Context: an optimization exercise on an open-source flow, tuned for small area, a short achievable clock period and few clock cycles. The choices shown serve that exercise and are no tape-out recipe. Where RTL was checked, it was by simulation tests only, not by an equivalence proof against the original. For runs 1, 2 and 6, only the layout was checked, not whether the RTL still works. No activity file was given, so power comes from the tool's default toggle rates.

### flow/flow/run.sh
#!/bin/bash
# Standard layout, with port buffers of a plain buffer cell and resizing not
# held to the same cell footprint. Each tool's output goes to standard.log.
set -euo pipefail
bash standard.sh MATCH_CELL_FOOTPRINT=0 "BUFFER_PORTS_ARGS=-buffer_cell sky130_fd_sc_hd__buf_4" finish > standard.log 2>&1
### flow/config.mk
export PLATFORM = sky130hd
export DESIGN_NAME = stackMultiCycle
export DESIGN_NICKNAME = stackMultiCycle
export VERILOG_FILES = /design/flow/design.v
export SDC_FILE = /design/flow/constraint.sdc
export NUM_CORES = 4
export LEC_CHECK = 0
export CAP_MARGIN = 20
export CORE_MARGIN = 2
export CORE_UTILIZATION = 70
export CTS_BUF_LIST = sky130_fd_sc_hd__clkbuf_8
export CTS_CLUSTER_DIAMETER = 50
export CTS_CLUSTER_SIZE = 20
export PLACE_DENSITY = 0.9
export SETUP_SLACK_MARGIN = 1.9
export SLEW_MARGIN = 20
### flow/design.v
`timescale 1ps/1ps
module ALU (
    input  [7:0] a,
    input  [7:0] b,
    input        cin,
    output [7:0] out
    );
    wire [8:0] g0 = {a & b, cin};
    wire [8:0] p0 = {a ^ b, 1'b0};
    wire [8:0] g1, p1, g2, p2, g3, p3, g4;
    genvar i;
    generate
        for (i = 0; i < 9; i = i + 1) begin : ks
            if (i >= 1) begin
                assign g1[i] = g0[i] | (p0[i] & g0[i-1]);
                assign p1[i] = p0[i] & p0[i-1];
            end else begin
                assign g1[i] = g0[i];
                assign p1[i] = p0[i];
            end
            if (i >= 2) begin
                assign g2[i] = g1[i] | (p1[i] & g1[i-2]);
                assign p2[i] = p1[i] & p1[i-2];
            end else begin
                assign g2[i] = g1[i];
                assign p2[i] = p1[i];
            end
            if (i >= 4) begin
                assign g3[i] = g2[i] | (p2[i] & g2[i-4]);
                assign p3[i] = p2[i] & p2[i-4];
            end else begin
                assign g3[i] = g2[i];
                assign p3[i] = p2[i];
            end
            if (i >= 8) assign g4[i] = g3[i] | (p3[i] & g3[i-8]);
            else assign g4[i] = g3[i];
        end
    endgenerate
    assign out = p0[8:1] ^ g4[7:0];
endmodule
`timescale 1ps/1ps
module Stack #(parameter DEPTH = 62) (
    input            clk,
    input            dn,       
    input      [7:0] d_in,     
    output     [7:0] c0,       
    output     [7:0] c1        
    );
    reg [7:0] c [0:DEPTH-1];
    integer i;
    always @(posedge clk) begin
        c[0] <= ~(dn ? d_in : c[1]);
        for (i = 1; i < DEPTH-1; i = i + 1)
            c[i] <= ~(dn ? c[i-1] : c[i+1]);
        c[DEPTH-1] <= ~c[DEPTH-2];
    end
    assign c0 = ~c[0];
    assign c1 = c[1];
endmodule
`timescale 1ps/1ps
module stackMultiCycle(
	clk,
	rst,
	mem_addr,
	mem_rdata,
	mem_wdata,
	mem_we);
input clk,rst;
output [4:0] mem_addr;
input [7:0] mem_rdata;
output [7:0] mem_wdata;
output mem_we;
    reg  [4:0] addr;     
    reg  [4:0] pc;       
    reg        we;       
    reg        dcyc;     
    reg        d_push;   
    reg  [4:0] ja;       
    reg  [7:0] t, n;     
    reg        tz;       
    reg x_add, x_sub, x_and, x_not, x_jz, x_push;
    reg hit_r;           
    reg [7:0] cv;        
    reg cvz;             
    reg p_add, p_sub, p_and, p_not, p_jz, p_push, p_pop, p_jmp, p_hit;
    reg [4:0] p_a;
    reg o, dn;
    reg  [7:0] c_valid;
    reg  [7:0] c_we;     
    reg  [1:0] c_tag  [0:7];
    reg  [7:0] c_data [0:7];
    assign mem_addr  = addr;
    assign mem_we    = we;
    assign mem_wdata = t;
    wire d_pop    = dcyc & ~d_push;
    wire taken    = x_jz & tz;
    wire miss     = x_push & ~hit_r;
    wire hit_now  = x_push & hit_r;
    wire push_now = hit_now | d_push;
    wire pop_now  = x_add | x_sub | x_and | d_pop;
    wire hold_now = ~(push_now | pop_now);
    wire o_next   = o ^ hold_now;
    wire [2:0] op     = mem_rdata[7:5];
    wire       r_add  = op == 3'b000;
    wire       r_sub  = op == 3'b001;
    wire       r_and  = op == 3'b010;
    wire       r_not  = op == 3'b011;
    wire       r_push = op == 3'b100;
    wire       r_pop  = op == 3'b101;
    wire       r_jmp  = op == 3'b110;
    wire       r_jz   = op == 3'b111;
    wire [2:0] ci     = mem_rdata[2:0];
    wire       r_hit  = c_valid[ci] & (c_tag[ci] == mem_rdata[4:3]);
    wire       f_ok   = ~dcyc & ~taken & ~miss;    
    wire       p_fill = ja[2:0] == p_a[2:0];
    wire       p_hitf = p_fill ? (ja[4:3] == p_a[4:3]) : p_hit;
    wire [4:0] seq = addr + 5'd1;
    integer k;
    always @(posedge clk, posedge rst) begin
        if (rst) begin
            addr    <= 5'd0;
            pc      <= 5'd0;
            we      <= 1'b0;
            dcyc    <= 1'b0;
            d_push  <= 1'b0;
            x_add   <= 1'b0;
            x_sub   <= 1'b0;
            x_and   <= 1'b0;
            x_not   <= 1'b0;
            x_jz    <= 1'b0;
            x_push  <= 1'b0;
            o       <= 1'b0;
            dn      <= 1'b1;
            c_valid <= 8'd0;
            c_we    <= 8'd0;
        end else begin
            if (~dcyc) pc <= seq;
            o       <= o_next;
            c_valid <= c_valid | c_we;
            if (d_push) begin
                addr   <= (p_pop | p_jmp) ? p_a : pc;
                we     <= p_pop;
                dcyc   <= p_pop;
                d_push <= 1'b0;
                x_add  <= p_add;
                x_sub  <= p_sub;
                x_and  <= p_and;
                x_not  <= p_not;
                x_jz   <= p_jz;
                x_push <= p_push;
                dn     <= (~o_next & ~(p_pop | p_add | p_sub | p_and))
                        | (p_push & p_hitf);
                c_we   <= {8{p_pop}} & (8'd1 << p_a[2:0]);
            end else begin
                if (d_pop) addr <= pc;
                else if (taken | miss) addr <= ja;
                else if (r_pop | r_jmp) addr <= mem_rdata[4:0];
                else addr <= seq;
                we     <= f_ok & r_pop;
                dcyc   <= (f_ok & r_pop) | miss;
                d_push <= miss;
                x_add  <= f_ok & r_add;
                x_sub  <= f_ok & r_sub;
                x_and  <= f_ok & r_and;
                x_not  <= f_ok & r_not;
                x_jz   <= f_ok & r_jz;
                x_push <= f_ok & r_push;
                dn     <= miss | (~o_next & ~(f_ok & (r_pop | r_add | r_sub | r_and)))
                        | (f_ok & r_push & r_hit);
                c_we   <= ({8{f_ok & r_pop}} & (8'd1 << ci))
                        | ({8{miss}} & (8'd1 << ja[2:0]));
            end
        end
    end
    wire [2:0] cv_i    = d_push ? p_a[2:0] : ci;
    wire [7:0] cv_next = (d_push & p_fill) ? mem_rdata : c_data[cv_i];
    always @(posedge clk) begin
        hit_r <= d_push ? p_hitf : r_hit;
        cv    <= cv_next;
        cvz   <= cv_next == 8'd0;
        p_add <= r_add;
        p_sub <= r_sub;
        p_and <= r_and;
        p_not <= r_not;
        p_jz  <= r_jz;
        p_push <= r_push;
        p_pop <= r_pop;
        p_jmp <= r_jmp;
        p_hit <= r_hit;
        p_a   <= mem_rdata[4:0];
        if (d_push) ja <= p_a;
        else if (f_ok) ja <= mem_rdata[4:0];
        for (k = 0; k < 8; k = k + 1)
            if (c_we[k]) begin
                c_tag[k]  <= ja[4:3];
                c_data[k] <= d_push ? mem_rdata : t;
            end
    end
    wire [7:0] c0, c1;
    Stack stk (.clk(clk), .dn(dn), .d_in(o ? t : n), .c0(c0), .c1(c1));
    wire [7:0] n_pop = o ? c1 : c0;
    always @(posedge clk) begin
        n <= ({8{hold_now}} & n) | ({8{push_now}} & t) | ({8{pop_now}} & n_pop);
    end
    wire [7:0] sum, diff;
    ALU add0 (.a(t), .b(n),  .cin(1'b0), .out(sum));
    ALU sub0 (.a(t), .b(~n), .cin(1'b1), .out(diff));
    wire [7:0] cval   = cv;
    wire       t_keep = ~(dcyc | x_add | x_sub | x_and | x_not | hit_now);
    wire [7:0] t_or   = t | n;
    wire       z_sum  = ((t ^ n) ^ {t_or[6:0], 1'b0}) == 8'd0;    
    always @(posedge clk) begin
        t <= ({8{t_keep}}  & t)
           | ({8{d_push}}  & mem_rdata)
           | ({8{d_pop}}   & n)
           | ({8{x_add}}   & sum)
           | ({8{x_sub}}   & diff)
           | ({8{x_and}}   & (t & n))
           | ({8{x_not}}   & ~t)
           | ({8{hit_now}} & cval);
        tz <= (t_keep  & tz)
            | (d_push  & (mem_rdata == 8'd0))
            | (d_pop   & (n == 8'd0))
            | (x_add   & z_sum)
            | (x_sub   & (t == n))
            | (x_and   & ((t & n) == 8'd0))
            | (x_not   & (t == 8'hff))
            | (hit_now & cvz);
    end
endmodule
### flow/standard.sh
#!/bin/bash
# synth_recipe.tcl (not shown) runs the flow's synth.tcl, then flattens the netlist and writes it again
# the make line also repeats each setting of config.mk as NAME=value (left out here)
make -C /OpenROAD-flow-scripts/flow DESIGN_CONFIG=/design/flow/config.mk WORK_HOME=/design/flow/orfs CLKGATE_MAP_FILE= SYNTH_SCRIPT=/design/flow/synth_recipe.tcl "${@:-finish}"
### flow/constraint.sdc
create_clock -name core_clock -period 4.0 [get_ports {clk}]
set_input_delay 0.8000 -clock core_clock [delete_from_list [all_inputs] [get_ports {clk}]]
set_output_delay 0.8000 -clock core_clock [all_outputs]
set_load 0.01 [all_outputs]
==> out/results.tsv, run 1 <==
stage	metric	value	unit
critical_path	cpMaxStageDelayCell	or4_4	
pwr	p_leak	10.6	nW
cells_and_area	area_growth	8.79	%
placement	dp_hpwl	25700	um
grt	antenna_found_initial	1	
drt	num_vias	13300	
clock_tree	cts_tree	yes	
floorplanning	die_y	185	um
floorplanning	std_cell_rows	66	
placement	dpl-instance-area	23400	um^2
logic_synthesis	synth_area_leaders	dfxtp_1 47%, mux2i_1 22%, edfxtp_1 11%, dfrtp_1 3.9%, ha_1 1.4%	
grt	grt_pass1_wl	65100	um
critical_path	start_kind	flop	
clock_tree	cts_sinks	659	
logic_synthesis	avgSynthCellArea	12.9	um^2
clock_tree	htree_levels	2	
cells_and_area	final_common_cell	dfxtp_1	
drt	routed_via_density	5.86	
cells_and_area	nets	1829	
clock_tree	numCtsBuffers	46	
logic_synthesis	ys_warn_count	5	
sta	skew	0.0293	ns
sta	maxSlewHeadroom	26.5	%
logic_synthesis	synth-seq-area-share	62.1	%
pwr	power-per-cell-area	645	nW/um^2
grt	grt_max_degree	97	
run_status	outcome	finished clean	
placement	port_buffers	23	
sta	finalMaxSlewViolations	0	
clock_tree	root_buffer	clkbuf_8	
logic_synthesis	synth_edf_count	85	
logic_synthesis	ys_types	70	
critical_path	startpoint	d_push	
clock_tree	path_clk_slew	0.11	ns
logic_synthesis	syn_inst	1773	
drt	routed_wl	40100	um
sta	layout_worst_path_cycle_share	62.3	%
drt	initialDrtViolationCount	972	
grt	use_met2	37.0	%
logic_synthesis	netlist_area	22900	um^2
grt	grt_pass1_vias	13000	
floorplanning	die_area	34200	um^2
critical_path	cpPeakStageDelay	0.51	ns
clock_tree	clockBufferDepth	3	
sta	rsz0062_at_grt	true	
floorplanning	initial_core_util	70.8	%
drt	remaining_drc_errors	0	
sta	hold_viol_final	0	
logic_synthesis	synth_top_area_share	46.9	%
cells_and_area	n_antenna_cell	0	
grt	top_usage_layer	met2	
sta	worst_pin_slew	1.09	ns
critical_path	worstPathArrival	3.02	ns
cells_and_area	mostFrequentLayoutCells	523 x dfxtp_1, 498 x mux2i_1, 85 x edfxtp_1	
grt	grt_remaining_overflow	0	
logic_synthesis	ys_ff_latch	659	
sta	timing.final.crit_period	2.49	ns
pwr	total_power	16.1	mW
grt	met3_usage	4.36	%
floorplanning	dieWidth	185	um
critical_path	path_max_fanout	6	
critical_path	r2r-start	d_push	
floorplanning	core_area	32400	um^2
placement	gp_congestion	0.965	
sta	setup_tns	0	ns
critical_path	path_cells	mux2i_4, buf_12, mux2_4, o221ai_2, o221ai_2, a22o_1, or4_4, nor4b_2	
grt	met1_usage	32.7	%
drt	wire_per_inst	17.7	um
drt	drtAntennaViolNets	0	
logic_synthesis	yosysTopAreaCell	dfxtp_1	
clock_tree	insertion_delay	0.62	ns
cells_and_area	stdcell_area	24900	um^2
critical_path	end_kind	flop	
sta	setup_violations	0	
drt	dr.pass1.iters	7	
critical_path	path_class	flop to flop	
sta	fmax	401	MHz
logic_synthesis	syn-num-nets	1808	
critical_path	worstPathRequired	4.53	ns
logic_synthesis	synth_ff_type	dfxtp_1	
critical_path	rr_worst_depth	8	
min_path	hold_class	input port to async pin	
logic_synthesis	async_reset_ff_share	5.61	%
cells_and_area	drive_gt1_share	12.7	%
grt	grt_usage	23.4	%
floorplanning	ios	24	
pwr	ir_worst_vdd	411	uV
run	cap_viol_max_count	0	
critical_path	crit_top_cell	o221ai_2	
==> final timing paths <==
path	end	slack (ns)
worst min-delay path	c_valid[5]	0.28
worst max-delay path	cvz	1.51
max in group asynchronous	x_add	3.30
min in group core_clock	stk.c[61][6]	0.39
worst max register to register	cvz	1.51
worst min register to register	stk.c[61][6]	0.39
==> registers in the layout (all words and copies together) (netlist names), 5 cells and up <==
signal and cells:
stk.c 496, c_data 64, c_tag 16, c_valid 8, c_we 8, cv 8
n 8, t 8, addr 5, ja 5, p_a 5, pc 5
==> worst max-delay path: cells and delay by family, from the launching register on <==
kind / cells / cell delay (ns)
buf+inv: 1 / 0.16
flops: 1 / 0.42
simple gates: 2 / 0.71
compound gates: 3 / 0.48
mux: 2 / 0.64
==> through the flow <==
step | util [%] | worst slack, ns | instances | hold slack [ns]
2_1_floorplan | - | 1.37 | 1773 | 0.352
3_3_place_gp | 72.4 | 0.842 | 2147 | 0.358
3_5_place_dp | 72.4 | 0.702 | 2147 | 0.363
4_1_cts | 76.0 | 1.42 | 2243 | 0.270
5_1_grt | 77.0 | 1.44 | 2264 | 0.320
6_report | 77.0 | 1.51 | 2264 | 0.283
==> kinds of logic after synthesis <==
family	Yosys count	synth area share, %
AOI/OAI and AO/OA	175	5.35
DFF	659	62.1
and+or+nand+nor	229	4.81
xor gates and xnor gates	28	1.07
muxes	514	22.8
adders and majority gates	25	1.36
buffers and inverters	143	2.49
==> metal layers <==
layer | wire [um] | up-vias
met5 | 10 | -
met4 | 1150 | 2
met3 | 2500 | 103
met2 | 18300 | 410
met1 | 18100 | 6382
li1 | - | 6372
==> report_power, final <==
part	switching [mW]	total, mW	internal (mW)
logic	2.53	4.88	2.34
registers	0.595	7.89	7.29
clock network	2.08	3.32	1.24
==> timing repair <==
item / 4_1_cts / 5_1_grt
resized for setup: 41 / 33
buffers inserted: 20 / 20
setup endpoints to repair: 78 / 67
pin swaps: 10 / 10
cloned: 0 / 1
hold buffers: 0 / 0
==> synth_stat cells, types with 8 or more instances <==
cell / count
dfxtp_1: 537
mux2i_1: 498
edfxtp_1: 85
nand2_1: 76
nor2_1: 50
clkbuf_1: 47
buf_1: 42
o21ai_0: 40
inv_1: 38
dfrtp_1: 36
a21oi_1: 31
ha_1: 25
nand3_1: 25
xnor2_1: 18
a221o_1: 13
o211ai_1: 13
nand2b_1: 12
xor2_1: 10
nor3_1: 9
buf_2: 8
mux2_2: 8
nor2b_1: 8
o22ai_1: 8
or2_2: 8
==> final cells by class <==
class                      instances  area, um^2
fill                            2003        7430
inverter                          40         174
multi-input combinational        971        8330
timing repair buffer              76         717
clock buffer                      48         661
tap                              442         553
clock inverter                    28         226
sequential                       659       14300
==> inputs of run 2 (changes only) <==
==> flow/run.sh (new file) <==
#!/bin/bash
# synth_recipe.tcl (not shown) runs the flow's synth.tcl, then flattens the netlist and writes it again
# the make line also repeats each setting of config.mk as NAME=value (left out here)
make -C /OpenROAD-flow-scripts/flow DESIGN_CONFIG=/design/flow/config.mk WORK_HOME=/design/flow/orfs CLKGATE_MAP_FILE= SYNTH_SCRIPT=/design/flow/synth_recipe.tcl finish
removed: flow/flow/run.sh
removed: flow/standard.sh
==> out/results.tsv, run 2 <==
stage	metric	value	unit	change
grt	grt_remaining_overflow	0		unchanged
drt	drtAntennaViolNets	0		unchanged
critical_path	path_cells	mux2i_4, buf_12, mux2_1, o22ai_1, or3_1, o22ai_1, or4_4, nor4b_2		
cells_and_area	finalNonFillerCells	2275		+0.49%
placement	dpl-instance-area	23600	um^2	+0.51%
cells_and_area	mostFrequentLayoutCells	524 x dfxtp_1, 498 x mux2i_1, 85 x edfxtp_1		
drt	routed_via_density	5.81		-0.92%
logic_synthesis	yosysTopAreaCell	dfxtp_1		
sta	setup_tns	0	ns	unchanged
logic_synthesis	synth.most_common_cell	dfxtp_1		
grt	top_usage_layer	met2		
run	cap_viol_max_count	0		unchanged
drt	routed_wl	41100	um	+2.5%
floorplanning	die_area	34200	um^2	unchanged
drt	dr.pass1.iters	7		unchanged
sta	rsz0062_at_grt	true		
grt	grt_pass1_wl	66700	um	+2.3%
critical_path	rrSetupSlack	1.50	ns	about the same
placement	port_buffers	23		unchanged
grt	grt_max_degree	81		-16%
sta	worst_pin_slew	1.15	ns	+0.0633 ns
critical_path	reg2reg_to	cvz		
critical_path	worstPathArrival	3.00	ns	-0.02 ns
clock_tree	cts_sinks	659		unchanged
floorplanning	die_y	185	um	unchanged
critical_path	cpPeakStageDelay	0.55	ns	+0.04 ns
cells_and_area	n_antenna_cell	0		unchanged
logic_synthesis	netlist_area	22900	um^2	unchanged
clock_tree	hold_buffers	0		unchanged
sta	skew	0.0276	ns	-0.00177 ns
logic_synthesis	async_reset_ff_share	5.61	%	unchanged
sta	fmax	400	MHz	-0.24%
sta	hold_viol_final	0		unchanged
grt	grt_usage	24.1	%	+0.70 points
grt	met1_usage	34.0	%	+1.3 points
floorplanning	ios	24		unchanged
logic_synthesis	synth_common_cells	537 x dfxtp_1, 498 x mux2i_1, 85 x edfxtp_1, 76 x nand2_1, 50 x nor2_1		
clock_tree	htree_levels	2		unchanged
placement	gp_congestion	0.948		-1.8%
pwr	p_leak	10.7	nW	+0.84%
clock_tree	cts_tree	yes		
logic_synthesis	synth_area_leaders	dfxtp_1 47%, mux2i_1 22%, edfxtp_1 11%, dfrtp_1 3.9%, ha_1 1.4%		
logic_synthesis	synth-seq-area-share	62.1	%	unchanged
placement	dp_hpwl	26200	um	+2.1%
pwr	ir_worst_vdd	442	uV	+7.5%
logic_synthesis	ys_ff_latch	659		unchanged
critical_path	path_max_fanout	5		-1
min_path	hold_class	flop to flop		
cells_and_area	drive_gt1_share	13.4	%	+0.74 points
grt	grt_pass1_vias	13000		+0.40%
clock_tree	root_buffer	clkbuf_8		
sta	timing.final.crit_period	2.50	ns	+0.00611 ns
drt	initialDrtViolationCount	1022		+5.1%
critical_path	cpMaxStageDelayCell	or4_4		
critical_path	r2r-start	d_push		
cells_and_area	nets	1838		+0.49%
critical_path	end_kind	flop		
drt	wire_per_inst	18.1	um	+2.0%
logic_synthesis	syn-num-nets	1808		unchanged
logic_synthesis	synth_ff_type	dfxtp_1		
logic_synthesis	synth_top_area_share	46.9	%	unchanged
pwr	power-per-cell-area	653	nW/um^2	+1.2%
grt	antenna_found_initial	0		-1
sta	fin_hold_ws	0.386	ns	+0.103 ns
logic_synthesis	syn_inst	1773		unchanged
run_status	outcome	finished clean		
critical_path	path_class	flop to flop		
floorplanning	core_area	32400	um^2	unchanged
critical_path	start_kind	flop		
cells_and_area	n_fill_cell	1985		-0.90%
grt	met3_usage	4.38	%	+0.020 points
pwr	total_power	16.4	mW	+2.2%
critical_path	crit_end	cvz		
critical_path	worstPathRequired	4.50	ns	-0.03 ns
cells_and_area	largest_reg_flops	496		unchanged
sta	finalMaxSlewViolations	0		unchanged
cells_and_area	final_common_cell	dfxtp_1		
floorplanning	initial_core_util	70.8	%	unchanged
clock_tree	path_clk_slew	0.10	ns	about the same
logic_synthesis	ys_types	70		unchanged
critical_path	startpoint	d_push		
cells_and_area	area_growth	9.79	%	
drt	remaining_drc_errors	0		unchanged
logic_synthesis	synth_edf_count	85		unchanged
cells_and_area	regMostFlops	stk.c		
logic_synthesis	avgSynthCellArea	12.9	um^2	unchanged
placement	place_inst	2153		+0.28%
clock_tree	numCtsBuffers	47		+2.2%
floorplanning	std_cell_rows	66		unchanged
grt	use_met2	38.4	%	+1.4 points
sta	setup_violations	0		unchanged
drt	num_vias	13200		-0.44%
cells_and_area	stdcell_area	25200	um^2	+0.92%
critical_path	crit_top_cell	o22ai_1		
sta	maxSlewHeadroom	23.0	%	-3.5 points
clock_tree	insertion_delay	0.58	ns	-0.04 ns
sta	layout_worst_path_cycle_share	62.5	%	+0.15 points
critical_path	rr_worst_depth	8		unchanged
cells_and_area	largestRegisters	stk.c (496), c_data (64), c_tag (16)		
floorplanning	dieWidth	185	um	unchanged
logic_synthesis	ys_warn_count	5		unchanged
clock_tree	clockBufferDepth	3		unchanged
## run 2: logic make-up after synthesis
kind of cell               synth area share [%]
DFF                                        62.1
muxes                                      22.8
and+or+nand+nor                            4.81
AOI/OAI and AO/OA                          5.35
buffers and inverters                      2.49
xor gates and xnor gates                   1.07
adders and majority gates                  1.36
## run 2: repair_timing
item,CTS,global route
pin swaps,10,24
setup buffers,30,13
endpoints found under the setup margin,121,61
resized for setup,95,43
## run 2: where the power goes
part	leakage (nW)	switching, mW	internal [mW]
registers	5.74	0.575	7.30
logic	4.42	2.61	2.34
clock network	0.531	2.10	1.50
total	10.7	5.28	11.1
## run 2: per-layer routing
| metal | vias up | part of all wire, % |
|---|---|---|
| li1 | 6390 | - |
| met1 | 6310 | 46 |
| met2 | 413 | 46 |
| met3 | 98 | 6.3 |
| met4 | 0 | 2.5 |
| met5 | - | 0 |
## run 2: how the worst min path moves through the flow
| stage | startpoint | end | slack [ns] | cells past startpoint |
|---|---|---|---|---|
| global route | stk.c[60][1] | stk.c[61][1] | 0.40 | 1 |
| global placement | stk.c[60][7] | stk.c[61][7] | 0.36 | 1 |
| detailed placement | stk.c[60][3] | stk.c[61][3] | 0.36 | 1 |
| finish | stk.c[60][3] | stk.c[61][3] | 0.39 | 1 |
| CTS | stk.c[60][3] | stk.c[61][3] | 0.38 | 1 |
| floorplan | stk.c[60][0] | stk.c[61][0] | 0.35 | 1 |
## run 2: layout make-up
type                       count  area, um^2  share of cell area [%]
inverter                      40         174                   0.691
multi-input combinational    971        8350                    33.2
timing repair buffer          84         772                    3.07
clock buffer                  54         743                    2.95
clock inverter                25         284                    1.13
sequential                   659       14300                    56.8
tap                          442         553                    2.20
## run 2: critical path, delay by kind of cell, from the launching register on
family	cells	cell delay, ns
AO/OA/AOI/OAI	2	0.20
flip-flops	1	0.51
buffers and inverters	1	0.15
multiplexers	2	0.68
AND/OR/NAND/NOR	3	0.88
## run 2: per-stage QoR
stage	util (%)	worst slack (ns)
2_1_floorplan	-	1.37
3_3_place_gp	72.8	0.532
3_5_place_dp	72.8	0.467
4_1_cts	77.1	1.52
5_1_grt	77.7	1.39
6_report	77.7	1.50
==> inputs of run 3 (changes only) <==
--- a/flow/design.v
+++ b/flow/design.v
@@ -81,7 +81,6 @@
     reg x_add, x_sub, x_and, x_not, x_jz, x_push;
     reg hit_r;           
     reg [7:0] cv;        
-    reg cvz;             
     reg p_add, p_sub, p_and, p_not, p_jz, p_push, p_pop, p_jmp, p_hit;
     reg [4:0] p_a;
     reg o, dn;
@@ -177,7 +176,6 @@
     always @(posedge clk) begin
         hit_r <= d_push ? p_hitf : r_hit;
         cv    <= cv_next;
-        cvz   <= cv_next == 8'd0;
         p_add <= r_add;
         p_sub <= r_sub;
         p_and <= r_and;
@@ -225,6 +223,6 @@
             | (x_sub   & (t == n))
             | (x_and   & ((t & n) == 8'd0))
             | (x_not   & (t == 8'hff))
-            | (hit_now & cvz);
+            | (hit_now & (cv == 8'd0));
     end
 endmodule
==> out/results.tsv, run 3 <==
stage	metric	value	unit	change
run_status	outcome	finished clean		
pwr	p_leak	10.6	nW	-1.1%
pwr	swShare	31.8	%	-0.37 points
logic_synthesis	avgSynthCellArea	12.8	um^2	-1.4%
sta	finalMaxSlewViolations	0		unchanged
clock_tree	cts_tree	yes		
logic_synthesis	netlist_area	23000	um^2	+0.24%
sta	maxSlewHeadroom	20.5	%	-2.5 points
cells_and_area	n_antenna_cell	0		unchanged
logic_synthesis	synth_common_cells	536 x dfxtp_1, 492 x mux2i_1, 89 x nand2_1, 85 x edfxtp_1, 50 x nor2_1		
min_path	hold_class	flop to flop		
cells_and_area	area_growth	8.23	%	
logic_synthesis	syn_inst	1802		+1.6%
drt	wire_per_inst	17.9	um	-1.1%
grt	grt_max_degree	139		+72%
critical_path	worstPathRequired	4.24	ns	-0.26 ns
logic_synthesis	ys_types	69		-1.4%
floorplanning	die_area	34300	um^2	+0.24%
critical_path	worstPathArrival	2.39	ns	-0.61 ns
logic_synthesis	synth_ff_type	dfxtp_1		
clock_tree	cts_sinks	658		-0.15%
sta	layout_worst_path_cycle_share	53.8	%	-8.6 points
drt	remaining_drc_errors	0		unchanged
sta	fmax	464	MHz	+16%
grt	grt_remaining_overflow	0		unchanged
sta	hold_viol_final	0		unchanged
clock_tree	numCtsBuffers	44		-6.4%
placement	port_buffers	23		unchanged
cells_and_area	nets	1850		+0.65%
placement	dp_hpwl	25900	um	-1.1%
logic_synthesis	synth_edf_count	85		unchanged
logic_synthesis	ys_warn_count	5		unchanged
run	cap_viol_max_count	0		unchanged
floorplanning	ios	24		unchanged
critical_path	start_kind	flop		
grt	grt_pass1_wl	66900	um	+0.39%
floorplanning	core_area	32500	um^2	+0.26%
cells_and_area	drive_gt1_share	10.5	%	-2.9 points
critical_path	path_class	flop to flop		
sta	setup_violations	0		unchanged
sta	rsz0062_at_grt	true		
drt	dr.pass1.iters	7		unchanged
cells_and_area	mostFrequentLayoutCells	522 x dfxtp_1, 491 x mux2i_1, 88 x nand2_1		
floorplanning	dieWidth	185	um	+0.12%
pwr	pwr-share-comb	30.1	%	about the same
grt	antenna_found_initial	0		unchanged
floorplanning	std_cell_rows	66		unchanged
pwr	power-per-cell-area	636	nW/um^2	-2.6%
grt	grt_pass1_vias	13500		+3.9%
logic_synthesis	synth-seq-area-share	61.8	%	-0.24 points
clock_tree	clockBufferDepth	3		unchanged
logic_synthesis	synth.most_common_cell	dfxtp_1		
drt	routed_via_density	6.00		+3.3%
sta	fin_hold_ws	0.379	ns	-0.00702 ns
drt	num_vias	13700		+3.7%
logic_synthesis	async_reset_ff_share	5.62	%	+0.0085 points
cells_and_area	finalNonFillerCells	2285		+0.44%
pwr	power.share.sequential	48.5	%	+0.6 points
cells_and_area	regMostFlops	stk.c		
logic_synthesis	ys_ff_latch	658		-0.15%
critical_path	end_kind	flop		
grt	grt_usage	23.9	%	-0.12 points
clock_tree	path_clk_slew	0.11	ns	about the same
placement	place_inst	2177		+1.1%
floorplanning	initial_core_util	70.8	%	about the same
logic_synthesis	synth_area_leaders	dfxtp_1 47%, mux2i_1 21%, edfxtp_1 11%, dfrtp_1 3.9%, nand2_1 1.5%		
sta	setup_tns	0	ns	unchanged
pwr	ir_worst_vdd	593	uV	+34%
drt	initialDrtViolationCount	1431		+40%
critical_path	path_max_fanout	8		+3
cells_and_area	largestRegisters	stk.c (496), c_data (64), c_tag (16)		
floorplanning	die_y	185	um	+0.12%
sta	timing.final.crit_period	2.15	ns	-0.346 ns
logic_synthesis	yosysTopAreaCell	dfxtp_1		
drt	routed_wl	40800	um	-0.65%
drt	drtAntennaViolNets	0		unchanged
sta	worst_pin_slew	1.18	ns	+0.0257 ns
cells_and_area	largest_reg_flops	496		unchanged
pwr	p_int	10.8	mW	-3.2%
sta	skew	0.0429	ns	+0.0153 ns
logic_synthesis	syn-num-nets	1837		+1.6%
logic_synthesis	synth_top_area_share	46.7	%	-0.20 points
placement	gp_congestion	0.971		+2.5%
pwr	clkPwrFrac	21.4	%	-0.5 points
clock_tree	htree_levels	2		unchanged
cells_and_area	final_common_cell	dfxtp_1		
clock_tree	hold_buffers	0		unchanged
clock_tree	root_buffer	clkbuf_8		
clock_tree	insertion_delay	0.60	ns	+0.02 ns
pwr	p_switching	5.02	mW	-4.8%
pwr	total_power	15.8	mW	-3.7%
[run 3: cell count changes in the layout (fill, tap and decap cells not counted), moves of 9 or more]
cell,delta
nor3_1,+10
nand2_1,+13
nand3_1,+14
a221o_1,-10
buf_4,-14
inv_1,+9
[run 3: layout make-up]
class                      count  area (um^2)
sequential                   658        14300
multi-input combinational    998         8300
fill                        2046         7580
clock buffer                  51          702
timing repair buffer          71          666
tap                          442          553
clock inverter                23          223
inverter                      41          161
timing repair inverter         1         7.51
[run 3: power by group through the flow]
| stage | registers [mW] | logic, mW | clock network [mW] |
|---|---|---|---|
| 2_1_floorplan | 7.66 | 3.55 | 0 |
| 3_3_place_gp | 7.83 | 4.18 | 0 |
| 3_5_place_dp | 7.86 | 4.30 | 0 |
| 4_1_cts | 7.65 | 4.53 | 3.49 |
| 5_1_grt | 7.72 | 5.08 | 3.72 |
| 6_report | 7.67 | 4.76 | 3.38 |
[run 3: worst max-delay path, stage by stage, from the launching register on]
cell	delay (ns)
dfrtp_4	0.55
buf_4	0.17
buf_4	0.15
o21ai_0	0.92
[run 3: cell families after synthesis]
| kind of cell | Yosys count | synth area share (%) |
|---|---|---|
| DFF | 658 | 61.8 |
| muxes | 505 | 22.2 |
| and+or+nand+nor | 269 | 5.73 |
| AOI/OAI and AO/OA | 172 | 5.09 |
| buffers and inverters | 146 | 2.69 |
| xor gates and xnor gates | 27 | 1.06 |
| adders and majority gates | 25 | 1.36 |
[run 3: what timing repair did]
item,in CTS,in global routing
pin swaps,2,2
endpoints found under the setup margin,51,64
setup buffers,24,7
resized for setup,64,33
gates cloned,2,1
[run 3: per-layer routing]
layer | global-route usage, % | part of all wire (%)
met5 | 0 | 0
met4 | 8.16 | 3.6
met3 | 3.93 | 7.4
met2 | 39.5 | 47
met1 | 32.4 | 42
[run 3: path summary, 6_finish.rpt]
path                               from            to  slack (ns)  cells past startpoint
setup reg to reg                 d_push  c_data[3][7]        1.85                      3
min in group asynchronous           rst         pc[1]        0.61                      3
max in group asynchronous           rst        d_push        3.02                      3
hold reg to reg            stk.c[60][2]  stk.c[61][2]        0.38                      1
hold / removal             stk.c[60][2]  stk.c[61][2]        0.38                      1
setup / recovery                 d_push  c_data[3][7]        1.85                      3
[run 3: metrics by stage]
stage	setup slack (ns)	cell area, um^2	util, %
floorplan	1.89	23000	-
global placement	0.961	23500	72.3
detailed placement	0.766	23500	72.3
CTS	1.90	24700	76.1
global route	1.80	24900	76.6
finish	1.85	24900	76.6
Testbench counts of run 3, summed over its fixed seeds: cycles 48,074.
==> inputs of run 4 (changes only) <==
==> flow/flow/run.sh (new file) <==
#!/bin/bash
# Standard layout, with port buffers of a plain buffer cell and resizing not
# held to the same cell footprint. Each tool's output goes to standard.log.
set -euo pipefail
bash standard.sh MATCH_CELL_FOOTPRINT=0 "BUFFER_PORTS_ARGS=-buffer_cell sky130_fd_sc_hd__buf_4" finish > standard.log 2>&1
==> flow/standard.sh (new file) <==
#!/bin/bash
# synth_recipe.tcl (not shown) runs the flow's synth.tcl, then flattens the netlist and writes it again
# the make line also repeats each setting of config.mk as NAME=value (left out here)
make -C /OpenROAD-flow-scripts/flow DESIGN_CONFIG=/design/flow/config.mk WORK_HOME=/design/flow/orfs CLKGATE_MAP_FILE= SYNTH_SCRIPT=/design/flow/synth_recipe.tcl "${@:-finish}"
--- a/flow/config.mk
+++ b/flow/config.mk
@@ -12,5 +12,5 @@
 export CTS_CLUSTER_DIAMETER = 50
 export CTS_CLUSTER_SIZE = 20
 export PLACE_DENSITY = 0.9
-export SETUP_SLACK_MARGIN = 1.9
+export SETUP_SLACK_MARGIN = 2.0
 export SLEW_MARGIN = 20
removed: flow/run.sh
==> out/results.tsv, run 4 <==
stage	metric	value	unit	change
run_status	outcome	finished clean		
pwr	ir_worst_vdd	517	uV	-13%
clock_tree	cts_tree	yes		
grt	grt_max_degree	110		-21%
grt	antenna_found_initial	0		unchanged
drt	dr.pass1.iters	6		-1
clock_tree	path_clk_slew	0.11	ns	about the same
grt	grt_usage	23.8	%	-0.14 points
cells_and_area	area_growth	8.30	%	about the same
grt	grt_remaining_overflow	0		unchanged
sta	maxSlewHeadroom	26.6	%	+6.2 points
logic_synthesis	synth.most_common_cell	dfxtp_1		
placement	gp_congestion	0.931		-4.2%
floorplanning	die_area	34300	um^2	unchanged
cells_and_area	n_fill_cell	1924		-6.0%
floorplanning	die_y	185	um	unchanged
min_path	hold_class	input port to async pin		
critical_path	path_max_fanout	17		+9
drt	remaining_drc_errors	0		unchanged
clock_tree	root_buffer	clkbuf_8		
placement	port_buffers	23		unchanged
logic_synthesis	synth_top_area_share	46.7	%	unchanged
pwr	power-per-cell-area	635	nW/um^2	-0.17%
cells_and_area	drive_gt1_share	12.1	%	+1.6 points
logic_synthesis	syn-num-nets	1837		unchanged
logic_synthesis	netlist_area	23000	um^2	unchanged
placement	dp_hpwl	25900	um	about the same
drt	met2_length	20200	um	+6.1%
critical_path	worstPathArrival	2.69	ns	+0.30 ns
sta	worst_pin_slew	1.09	ns	-0.0917 ns
logic_synthesis	ys_types	69		unchanged
floorplanning	std_cell_rows	66		unchanged
grt	grt_pass1_wl	66700	um	-0.37%
logic_synthesis	synth_edf_count	85		unchanged
cells_and_area	n_antenna_cell	0		unchanged
sta	setup_violations	0		unchanged
critical_path	start_kind	flop		
cells_and_area	final_common_cell	dfxtp_1		
logic_synthesis	async_reset_ff_share	5.62	%	unchanged
cells_and_area	regMostFlops	stk.c		
clock_tree	hold_buffers	0		unchanged
logic_synthesis	avgSynthCellArea	12.8	um^2	unchanged
sta	fmax	452	MHz	-2.8%
drt	wl_met3	3380	um	+11%
critical_path	path_class	flop to flop		
floorplanning	dieWidth	185	um	unchanged
drt	wire_per_inst	18.9	um	+5.9%
logic_synthesis	ys_warn_count	5		unchanged
grt	grt_pass1_vias	13400		-1.1%
logic_synthesis	synth_area_leaders	dfxtp_1 47%, mux2i_1 21%, edfxtp_1 11%, dfrtp_1 3.9%, nand2_1 1.5%		
logic_synthesis	syn_inst	1802		unchanged
clock_tree	cts_sinks	658		unchanged
pwr	p_leak	10.6	nW	about the same
run	cap_viol_max_count	0		unchanged
floorplanning	core_area	32500	um^2	unchanged
cells_and_area	largestRegisters	stk.c (496), c_data (64), c_tag (16)		
sta	timing.final.crit_period	2.21	ns	+0.0610 ns
drt	drtAntennaViolNets	0		unchanged
clock_tree	htree_levels	2		unchanged
cells_and_area	nets	1849		-0.054%
cells_and_area	mostFrequentLayoutCells	522 x dfxtp_1, 491 x mux2i_1, 88 x nand2_1		
logic_synthesis	synth_ff_type	dfxtp_1		
floorplanning	initial_core_util	70.8	%	unchanged
drt	num_vias	13800		+0.74%
clock_tree	insertion_delay	0.61	ns	about the same
sta	finalMaxSlewViolations	0		unchanged
logic_synthesis	synth_common_cells	536 x dfxtp_1, 492 x mux2i_1, 89 x nand2_1, 85 x edfxtp_1, 50 x nor2_1		
sta	hold_viol_final	0		unchanged
clock_tree	clockBufferDepth	3		unchanged
floorplanning	ios	24		unchanged
logic_synthesis	yosysTopAreaCell	dfxtp_1		
sta	rsz0062_at_grt	true		
critical_path	worstPathRequired	4.47	ns	+0.23 ns
drt	initialDrtViolationCount	1492		+4.3%
sta	skew	0.0413	ns	-0.00152 ns
cells_and_area	largest_reg_flops	496		unchanged
critical_path	end_kind	flop		
drt	routed_wl	43200	um	+5.7%
clock_tree	numCtsBuffers	45		+2.3%
cells_and_area	fin_util	76.7	%	about the same
drt	routed_via_density	6.05		+0.88%
logic_synthesis	ys_ff_latch	658		unchanged
sta	setup_tns	0	ns	unchanged
drt	wl_met1	18100	um	+5.1%
logic_synthesis	synth-seq-area-share	61.8	%	unchanged
sta	layout_worst_path_cycle_share	55.4	%	+1.5 points
drt	routed.top_layer	met4		
run 4: power breakdown:
group	internal (mW)	total, mW	switching, mW	leakage, nW
sequential	7.27	7.81	0.548	5.73
clock	1.16	3.27	2.11	0.462
combinational	2.15	4.71	2.56	4.38
total	10.6	15.8	5.22	10.6
run 4: routing by layer:
| metal | vias to the layer above | track usage [%] |
|---|---|---|
| met1 | 6588 | 33.0 |
| li1 | 6461 | - |
| met4 | 0 | 7.71 |
| met2 | 604 | 39.0 |
| met5 | - | 0 |
| met3 | 150 | 3.30 |
run 4: critical path, stage by stage (launching register included):
cell and delay, ns:
dfrtp_4 0.56, buf_4 0.17, mux2i_4 0.20, buf_4 0.16
buf_6 0.15, and3_1 0.17, a31oi_1 0.20, o22ai_1 0.14
o22ai_1 0.19, a21oi_1 0.13
run 4: what timing repair did:
| item | CTS | global route |
|---|---|---|
| resized for setup | 42 | 38 |
| endpoints found under the setup margin | 81 | 40 |
| cloned | 0 | 4 |
| buffers inserted | 18 | 13 |
| pin swaps | 2 | 7 |
| endpoints found under the hold margin | 0 | 0 |
run 4: per-stage QoR:
step / total power, mW / setup WS [ns] / cell area, um^2 / hold slack [ns] / std cells
3_3_place_gp: 12.0 / 1.42 / 23400 / 0.358 / 2173
5_1_grt: 16.4 / 1.76 / 24900 / 0.230 / 2282
6_report: 15.8 / 1.79 / 24900 / 0.205 / 2282
2_1_floorplan: 11.2 / 1.99 / 23000 / 0.352 / 1802
4_1_cts: 15.5 / 2.01 / 24500 / 0.379 / 2264
3_5_place_dp: 12.1 / 1.35 / 23400 / 0.364 / 2173
run 4: area by class of cell:
cell class                 count  area (um^2)  share of cell area [%]
tap                          442          553                    2.22
clock inverter                27          228                   0.915
timing repair buffer          70          678                    2.72
inverter                      41          166                   0.669
multi-input combinational    998         8370                    33.6
clock buffer                  46          633                    2.54
sequential                   658        14300                    57.3
run 4: final timing paths:
path / startpoint / end / slack (ns) / cells after the start
setup / recovery: d_push / cv[7] / 1.79 / 9
hold reg to reg: stk.c[60][3] / stk.c[61][3] / 0.38 / 1
setup reg to reg: d_push / cv[7] / 1.79 / 9
min in group core_clock: stk.c[60][3] / stk.c[61][3] / 0.38 / 1
max in group asynchronous: rst / dn / 3.15 / 3
hold / removal: rst / addr[2] / 0.21 / 2
run 4: kinds of logic after synthesis:
| logic type | Yosys count | share of synthesized area [%] |
|---|---|---|
| flip-flops | 658 | 61.8 |
| multiplexers | 505 | 22.2 |
| AND/OR/NAND/NOR | 269 | 5.73 |
| AO/OA/AOI/OAI | 172 | 5.09 |
| buffers and inverters | 146 | 2.69 |
| XOR/XNOR | 27 | 1.06 |
| adder cells (fa/ha/maj) | 25 | 1.36 |
==> inputs of run 5 (changes only) <==
--- a/flow/config.mk
+++ b/flow/config.mk
@@ -12,5 +12,5 @@
 export CTS_CLUSTER_DIAMETER = 50
 export CTS_CLUSTER_SIZE = 20
 export PLACE_DENSITY = 0.9
-export SETUP_SLACK_MARGIN = 2.0
+export SETUP_SLACK_MARGIN = 1.9
 export SLEW_MARGIN = 20
==> out/results.tsv, run 5 <==
stage	metric	value	unit	change
grt	grt_pass1_vias	13500		+0.85%
run	cap_viol_max_count	0		unchanged
clock_tree	cts_sinks	658		unchanged
cells_and_area	n_antenna_cell	0		unchanged
placement	place_inst	2176		+0.14%
sta	setup_tns	0	ns	unchanged
cells_and_area	n_fill_cell	1968		+2.3%
floorplanning	die_y	185	um	unchanged
clock_tree	path_clk_slew	0.12	ns	about the same
drt	wire_per_inst	18.3	um	-3.5%
logic_synthesis	avgSynthCellArea	12.8	um^2	unchanged
critical_path	reg2reg_to	cv[7]		
critical_path	worstPathRequired	3.20	ns	-1.27 ns
critical_path	path_max_fanout	8		-9
logic_synthesis	yosysTopAreaCell	dfxtp_1		
logic_synthesis	synth-seq-area-share	61.8	%	unchanged
sta	finalMaxSlewViolations	0		unchanged
logic_synthesis	ys_types	69		unchanged
sta	timing.final.crit_period	2.06	ns	-0.156 ns
drt	initialDrtViolationCount	1213		-19%
cells_and_area	largestRegisters	stk.c (496), c_data (64), c_tag (16)		
logic_synthesis	syn-num-nets	1837		unchanged
grt	grt_pass1_wl	67800	um	+1.7%
drt	routed.top_layer	met4		
floorplanning	die_area	34300	um^2	unchanged
logic_synthesis	synth_area_leaders	dfxtp_1 47%, mux2i_1 21%, edfxtp_1 11%, dfrtp_1 3.9%, nand2_1 1.5%		
clock_tree	cts_tree	yes		
pwr	power-per-cell-area	647	nW/um^2	+2.0%
critical_path	rrSetupSlack	1.95	ns	+0.16 ns
critical_path	start_kind	flop		
cells_and_area	seqCellArea	14200	um^2	about the same
drt	wl_met3	2830	um	-16%
sta	fmax	486	MHz	+7.6%
sta	hold_viol_final	0		unchanged
drt	wl_met1	17700	um	-2.1%
critical_path	rr_worst_depth	7		-2
critical_path	path_class	flop to primary output		
drt	dr.pass1.iters	8		+2
logic_synthesis	synth_common_cells	536 x dfxtp_1, 492 x mux2i_1, 89 x nand2_1, 85 x edfxtp_1, 50 x nor2_1		
logic_synthesis	ys_warn_count	5		unchanged
logic_synthesis	synth_top_area_share	46.7	%	unchanged
cells_and_area	mostFrequentLayoutCells	523 x dfxtp_1, 492 x mux2i_1, 88 x nand2_1		
logic_synthesis	synth_ff_type	dfxtp_1		
sta	skew	0.0281	ns	-0.0133 ns
logic_synthesis	synth.most_common_cell	dfxtp_1		
floorplanning	std_cell_rows	66		unchanged
clock_tree	htree_levels	2		unchanged
critical_path	crit_family	flip-flops		
sta	layout_worst_path_cycle_share	51.5	%	-3.9 points
sta	maxSlewHeadroom	27.5	%	+0.88 points
run_status	outcome	finished clean		
floorplanning	ios	24		unchanged
min_path	hold_class	input port to async pin		
clock_tree	root_buffer	clkbuf_8		
critical_path	cpMaxStageDelayCell	dfxtp_2		
pwr	ir_worst_vdd	488	uV	-5.7%
sta	setup_violations	0		unchanged
grt	grt_remaining_overflow	0		unchanged
critical_path	r2r-start	d_push		
clock_tree	clockBufferDepth	3		unchanged
critical_path	cpPeakStageDelay	0.48	ns	-0.08 ns
critical_path	path_cells	buf_4		
pwr	p_leak	10.5	nW	-0.36%
drt	routed_via_density	5.98		-1.2%
critical_path	cp_num_buf_inv	1		-2
drt	met2_length	19400	um	-4.0%
cells_and_area	multiInputGateArea	8290	um^2	-0.97%
grt	grt_usage	24.4	%	+0.56 points
sta	fin_hold_ws	0.381	ns	+0.176 ns
floorplanning	dieWidth	185	um	unchanged
critical_path	worstPathArrival	1.26	ns	-1.43 ns
critical_path	end_kind	primary output		
logic_synthesis	netlist_area	23000	um^2	unchanged
logic_synthesis	async_reset_ff_share	5.62	%	unchanged
cells_and_area	final_common_cell	dfxtp_1		
logic_synthesis	synth_edf_count	85		unchanged
drt	num_vias	13600		-1.6%
placement	gp_congestion	0.958		+2.9%
drt	drtAntennaViolNets	0		unchanged
clock_tree	hold_buffers	0		unchanged
sta	worst_pin_slew	1.08	ns	-0.0131 ns
clock_tree	numCtsBuffers	45		unchanged
placement	dp_hpwl	26100	um	+0.93%
cells_and_area	nets	1834		-0.81%
placement	dpl-instance-area	23400	um^2	+0.12%
sta	setup_ws	1.94	ns	+0.156 ns
floorplanning	core_area	32500	um^2	unchanged
placement	pre_cts_ws	0.975	ns	-0.372 ns
grt	grt_max_degree	70		-36%
sta	rsz0062_at_grt	true		
cells_and_area	drive_gt1_share	10.9	%	-1.2 points
clock_tree	insertion_delay	0.63	ns	+0.02 ns
cells_and_area	finalNonFillerCells	2272		-0.44%
grt	antenna_found_initial	0		unchanged
drt	routed_wl	41500	um	-3.9%
floorplanning	initial_core_util	70.8	%	unchanged
cells_and_area	stdcell_area	24800	um^2	-0.50%
placement	port_buffers	23		unchanged
cells_and_area	area_growth	7.76	%	
drt	remaining_drc_errors	0		unchanged
logic_synthesis	syn_inst	1802		unchanged
logic_synthesis	ys_ff_latch	658		unchanged
cells_and_area	largest_reg_flops	496		unchanged
cells_and_area	regMostFlops	stk.c		
## run 5: cell counts after synthesis
No cell type changed its count.
## run 5: worst register-to-register path, stage by stage (launching register included)
cell and delay [ns]:
dfrtp_4 0.57, mux2i_1 0.29, buf_6 0.26, inv_2 0.19
a31oi_1 0.26, o22ai_1 0.11, o22ai_1 0.15, a21oi_1 0.10
## run 5: repair_timing
action,CTS,global route
endpoints found under the setup margin,316,36
setup buffers,9,8
pin swaps,1,4
gates resized for setup,25,24
gates cloned,1,0
endpoints found under the hold margin,0,0
## run 5: kinds of logic (layout without fill, tap and decap cells)
kind of cell / Yosys count / after routing / synth area share (%)
compound gates: 172 / 172 / 5.09
xor+xnor: 27 / 27 / 1.06
fa+ha+maj: 25 / 25 / 1.36
buf+inv: 146 / 174 / 2.69
flops: 658 / 658 / 61.8
mux: 505 / 505 / 22.2
simple gates: 269 / 269 / 5.73
## run 5: worst max-delay path by stage
stage,slack (ns),depth (start not counted),from,end
6_report,1.94,1,t[5],mem_wdata[5]
5_1_grt,1.77,6,d_push,cv[1]
4_1_cts,1.90,8,t[1],t[6]
3_5_place_dp,0.97,8,mem_rdata[0],cv[7]
3_3_place_gp,1.20,8,mem_rdata[0],cv[7]
2_1_floorplan,1.89,9,t[3],t[6]
## run 5: layer usage
layer / global-route usage (%) / up-vias
met4: 9.08 / 0
li1: - / 6434
met3: 3.85 / 134
met2: 39.8 / 517
met1: 33.0 / 6498
met5: 0 / -
## run 5: layout make-up
class                   count  area share (%)
repair inverters            1          0.0202
repair buffers             54            2.06
multi-input cells         998            33.5
clock buffers              50            2.78
flip-flops and latches    658            57.5
clock inverters            28            1.25
inverters                  41           0.652
well taps                 442            2.23
## run 5: report_power, final
part | switching [mW] | internal, mW
Combinational | 2.43 | 2.12
Clock | 2.12 | 1.49
Sequential | 0.613 | 7.26
Total | 5.16 | 10.9
## run 5: stage by stage
step | total power, mW | util (%)
3_5_place_dp | 12.2 | 72.2
2_1_floorplan | 11.2 | -
6_report | 16.0 | 76.3
5_1_grt | 16.7 | 76.3
3_3_place_gp | 12.0 | 72.2
4_1_cts | 15.8 | 75.8
==> inputs of run 6 (changes only) <==
--- a/flow/design.v
+++ b/flow/design.v
@@ -84,6 +84,8 @@
     reg p_add, p_sub, p_and, p_not, p_jz, p_push, p_pop, p_jmp, p_hit;
     reg [4:0] p_a;
     reg o, dn;
+    reg        b_v;
+    reg  [4:0] b_j, b_t;
     reg  [7:0] c_valid;
     reg  [7:0] c_we;     
     reg  [1:0] c_tag  [0:7];
@@ -113,7 +115,10 @@
     wire       f_ok   = ~dcyc & ~taken & ~miss;    
     wire       p_fill = ja[2:0] == p_a[2:0];
     wire       p_hitf = p_fill ? (ja[4:3] == p_a[4:3]) : p_hit;
-    wire [4:0] seq = addr + 5'd1;
+    wire [4:0] seq  = addr + 5'd1;
+    wire [4:0] nseq = (b_v & (seq == b_j)) ? b_t : seq;           
+    wire       b_ok = b_v & ~(we & (addr == b_j));                
+    wire [4:0] npc  = (b_ok & (pc == b_j)) ? b_t : pc;
     integer k;
     always @(posedge clk, posedge rst) begin
         if (rst) begin
@@ -132,12 +137,15 @@
             dn      <= 1'b1;
             c_valid <= 8'd0;
             c_we    <= 8'd0;
+            b_v     <= 1'b0;
         end else begin
+            if (f_ok & r_jmp) b_v <= 1'b1;
+            else b_v <= b_ok;
             if (~dcyc) pc <= seq;
             o       <= o_next;
             c_valid <= c_valid | c_we;
             if (d_push) begin
-                addr   <= (p_pop | p_jmp) ? p_a : pc;
+                addr   <= (p_pop | p_jmp) ? p_a : npc;
                 we     <= p_pop;
                 dcyc   <= p_pop;
                 d_push <= 1'b0;
@@ -151,10 +159,10 @@
                         | (p_push & p_hitf);
                 c_we   <= {8{p_pop}} & (8'd1 << p_a[2:0]);
             end else begin
-                if (d_pop) addr <= pc;
+                if (d_pop) addr <= npc;
                 else if (taken | miss) addr <= ja;
                 else if (r_pop | r_jmp) addr <= mem_rdata[4:0];
-                else addr <= seq;
+                else addr <= nseq;
                 we     <= f_ok & r_pop;
                 dcyc   <= (f_ok & r_pop) | miss;
                 d_push <= miss;
@@ -186,6 +194,10 @@
         p_jmp <= r_jmp;
         p_hit <= r_hit;
         p_a   <= mem_rdata[4:0];
+        if (f_ok & r_jmp) begin
+            b_j <= addr;
+            b_t <= mem_rdata[4:0];
+        end
         if (d_push) ja <= p_a;
         else if (f_ok) ja <= mem_rdata[4:0];
         for (k = 0; k < 8; k = k + 1)
==> out/results.tsv, run 6 <==
stage	metric	value	unit	change
logic_synthesis	ys_types	78		+13%
grt	grt_usage	23.7	%	-0.65 points
logic_synthesis	async_reset_ff_share	5.68	%	+0.057 points
pwr	clkPwrFrac	20.9	%	-1.6 points
logic_synthesis	avgSynthCellArea	12.8	um^2	+0.22%
drt	dr.pass1.iters	6		-2
pwr	p_int	11.5	mW	+5.4%
logic_synthesis	ys_warn_count	5		unchanged
logic_synthesis	synth_top_area_share	45.4	%	-1.3 points
critical_path	path_max_fanout	4		-4
sta	finalMaxSlewViolations	0		unchanged
clock_tree	numCtsBuffers	46		+2.2%
sta	worst_pin_slew	0.942	ns	-0.134 ns
sta	setup_violations	0		unchanged
logic_synthesis	synth.most_common_cell	dfxtp_1		
clock_tree	root_buffer	clkbuf_8		
logic_synthesis	yosysTopAreaCell	dfxtp_1		
critical_path	cpMaxStageDelayCell	dfrtp_2		
pwr	total_power	17.1	mW	+6.7%
floorplanning	dieWidth	188	um	+1.4%
floorplanning	die_y	188	um	+1.4%
drt	routed_wl	43600	um	+5.2%
logic_synthesis	ys_ff_latch	669		+1.7%
cells_and_area	nets	1907		+4.0%
placement	dp_hpwl	27000	um	+3.2%
drt	wl_met3	2940	um	+3.8%
grt	grt_pass1_wl	68900	um	+1.5%
critical_path	path_cells	buf_6, ha_4, xor2_4, xor2_1, nand4bb_4, buf_6, mux2i_1, nor2_1, a211o_1		
critical_path	cpPeakStageDelay	0.48	ns	about the same
drt	drtAntennaViolNets	0		unchanged
cells_and_area	seqCellArea	14600	um^2	+2.3%
pwr	ir_worst_vdd	480	uV	-1.6%
clock_tree	cts_tree	yes		
pwr	power-per-cell-area	659	nW/um^2	+1.8%
placement	port_buffers	23		unchanged
clock_tree	path_clk_slew	0.12	ns	about the same
clock_tree	insertion_delay	0.64	ns	about the same
floorplanning	die_area	35200	um^2	+2.8%
placement	gp_congestion	0.944		-1.4%
cells_and_area	multiInputGateArea	8930	um^2	+7.8%
pwr	pwr-share-comb	31.9	%	+3.5 points
floorplanning	std_cell_rows	67		+1.5%
pwr	p_leak	10.9	nW	+3.9%
clock_tree	cts_sinks	669		+1.7%
cells_and_area	stdcell_area	25900	um^2	+4.8%
clock_tree	clockBufferDepth	3		unchanged
grt	antenna_found_initial	0		unchanged
sta	setup_tns	0	ns	unchanged
run	cap_viol_max_count	0		unchanged
cells_and_area	n_fill_cell	2073		+5.3%
placement	dpl-instance-area	24200	um^2	+3.3%
min_path	hold_class	input port to async pin		
drt	remaining_drc_errors	0		unchanged
drt	wl_met1	18500	um	+4.5%
drt	met2_length	20300	um	+4.5%
run_status	outcome	finished clean		
logic_synthesis	synth_edf_count	95		+12%
logic_synthesis	syn_inst	1849		+2.6%
drt	initialDrtViolationCount	1197		-1.3%
pwr	swShare	33.0	%	+0.83 points
drt	routed_via_density	5.96		-0.37%
floorplanning	ios	24		unchanged
logic_synthesis	synth_area_leaders	dfxtp_1 45%, mux2i_1 21%, edfxtp_1 12%, dfrtp_1 3.9%, nand2_1 1.3%		
logic_synthesis	synth-seq-area-share	61.5	%	-0.33 points
logic_synthesis	synth_common_cells	536 x dfxtp_1, 494 x mux2i_1, 95 x edfxtp_1, 84 x nand2_1, 52 x nor2_1		
cells_and_area	largest_reg_flops	496		unchanged
drt	wire_per_inst	18.6	um	+2.0%
cells_and_area	area_growth	9.80	%	
grt	grt_remaining_overflow	0		unchanged
clock_tree	htree_levels	2		unchanged
sta	hold_viol_final	0		unchanged
sta	layout_worst_path_cycle_share	56.7	%	+5.2 points
grt	grt_pass1_vias	13800		+1.9%
sta	fmax	441	MHz	-9.2%
critical_path	start_kind	flop		
floorplanning	initial_core_util	70.8	%	about the same
logic_synthesis	syn-num-nets	1884		+2.6%
drt	num_vias	14000		+2.8%
drt	routed.top_layer	met4		
cells_and_area	regMostFlops	stk.c		
sta	rsz0062_at_grt	true		
logic_synthesis	netlist_area	23600	um^2	+2.8%
grt	grt_max_degree	90		+29%
floorplanning	core_area	33400	um^2	+2.8%
critical_path	worstPathArrival	2.76	ns	+1.50 ns
cells_and_area	drive_gt1_share	13.9	%	+3.0 points
sta	skew	0.0282	ns	+0.000151 ns
pwr	power.share.sequential	47.2	%	-1.9 points
cells_and_area	final_common_cell	dfxtp_1		
sta	maxSlewHeadroom	36.5	%	+9.0 points
sta	timing.final.crit_period	2.27	ns	+0.209 ns
critical_path	worstPathRequired	4.49	ns	+1.29 ns
placement	place_inst	2234		+2.7%
critical_path	path_class	flop to flop		
cells_and_area	mostFrequentLayoutCells	521 x dfxtp_1, 493 x mux2i_1, 95 x edfxtp_1		
pwr	p_switching	5.65	mW	+9.4%
critical_path	crit_top_cell	buf_6		
critical_path	end_kind	flop		
cells_and_area	largestRegisters	stk.c (496), c_data (64), c_tag (16)		
clock_tree	hold_buffers	0		unchanged
cells_and_area	n_antenna_cell	0		unchanged
logic_synthesis	synth_ff_type	dfxtp_1		
cells_and_area	finalNonFillerCells	2345		+3.2%
[run 6: cell types whose count changed after synthesis, sizes merged, moves of 6 or more]
cell / delta
nand3: -7
xor2: +12
inv: -8
buf: -6
edfxtp: +10
nor2b: +6
o21ai: +18
[run 6: final timing paths]
check / to / cells past startpoint / startpoint / slack [ns]
worst max register to register: addr[3] / 9 / addr[0] / 1.73
max in group asynchronous: d_push / 3 / rst / 3.30
worst max-delay path: addr[3] / 9 / addr[0] / 1.73
worst min register to register: stk.c[61][0] / 1 / stk.c[60][0] / 0.39
worst min-delay path: b_v / 3 / rst / 0.29
min in group core_clock: stk.c[61][0] / 1 / stk.c[60][0] / 0.39
[run 6: logic make-up (layout without fill, tap and decap cells)]
kind of cell / count (synthesis) / in the layout / share of synthesized area (%)
flops: 669 / 669 / 61.5
mux: 510 / 510 / 21.7
simple gates: 271 / 271 / 5.70
compound gates: 196 / 196 / 5.77
buf+inv: 136 / 184 / 2.30
xor+xnor: 42 / 42 / 1.68
fa+ha+maj: 25 / 25 / 1.32
[run 6: repair_timing]
action	CTS	global route
resized for setup	39	71
cloned	0	2
setup buffers	8	28
pin swaps	8	26
endpoints found under the setup margin	37	87
[run 6: power groups by stage]
| stage | Combinational [mW] | Sequential [mW] | Clock (mW) |
|---|---|---|---|
| after floorplan | 3.89 | 7.92 | 0 |
| after global placement | 4.50 | 8.18 | 0 |
| after detailed placement | 4.59 | 8.21 | 0 |
| after CTS | 4.80 | 8.08 | 3.65 |
| after global routing | 5.82 | 8.14 | 3.89 |
| final | 5.45 | 8.08 | 3.57 |
[run 6: cell type report]
type | instances | area share, %
repair buffers | 78 | 3.00
clock inverters | 21 | 0.936
flip-flops and latches | 669 | 56.2
inverters | 33 | 0.511
well taps | 448 | 2.16
multi-input cells | 1044 | 34.4
clock buffers | 52 | 2.76
[run 6: routing by layer]
layer	GRT usage [%]	vias to the layer above
met5	0	-
met4	10.1	0
met3	4.64	157
met2	39.0	492
met1	30.8	6640
li1	-	6679
[run 6: worst max-delay path: cells and delay by family, from the launching register on]
kind,cells,cell delay [ns]
fa+ha+maj,1,0.19
xor+xnor,2,0.44
mux,1,0.17
buf+inv,2,0.28
compound gates,1,0.26
flops,1,0.48
simple gates,2,0.31
[run 6: stage by stage]
step	util (%)	setup WS, ns	hold WS (ns)
floorplan	-	1.88	0.352
global placement	72.6	1.36	0.358
detailed placement	72.6	1.33	0.362
CTS	76.1	1.70	0.298
global route	77.8	1.71	0.342
finish	77.8	1.73	0.294

-- afterwards: timing with drivers on the ports --
In the flow no input, the clock included, has a driving cell. The finished layouts below were timed again as built, in two steps.
Step 1 (the two cells are an assumption about what drives the block):
set clk [get_ports {clk}]
set_driving_cell -lib_cell sky130_fd_sc_hd__clkbuf_16 $clk
set_driving_cell -lib_cell sky130_fd_sc_hd__buf_2 [delete_from_list [all_inputs] $clk]
Step 2 moves the port delays by t, midway between the first and last clock arrival at a register: inputs arrive t later, outputs are due t later. That takes back most of the time a late clock gives input paths.
Slacks: no drivers / after step 1 / after step 2; pairs: no drivers / after step 1.
run	t, ns	setup WS [ns]	worst setup path after step 2	clock arrival spread, ns	worst slew at a driven data input, ns
run 1	0.651	1.506 / 1.506 / 0.960	input to register	0.039 / 0.040	0.04
run 2	0.621	1.500 / 1.500 / 1.067	input to register	0.032 / 0.032	0.05
run 3	0.630	1.846 / 1.846 / 1.323	input to register	0.044 / 0.044	0.04
run 4	0.637	1.785 / 1.785 / 1.417	input to register	0.049 / 0.049	0.03
run 5	0.657	1.941 / 1.895 / 1.489	input to register	0.035 / 0.036	0.03
run 6	0.668	1.732 / 1.732 / 1.425	input to register	0.035 / 0.036	0.03
After both steps setup and hold are still met in every run listed. For run 1, which loses most, drivers alone change the setup slack by 0.000 ns; drivers and shift together by -0.546 ns.
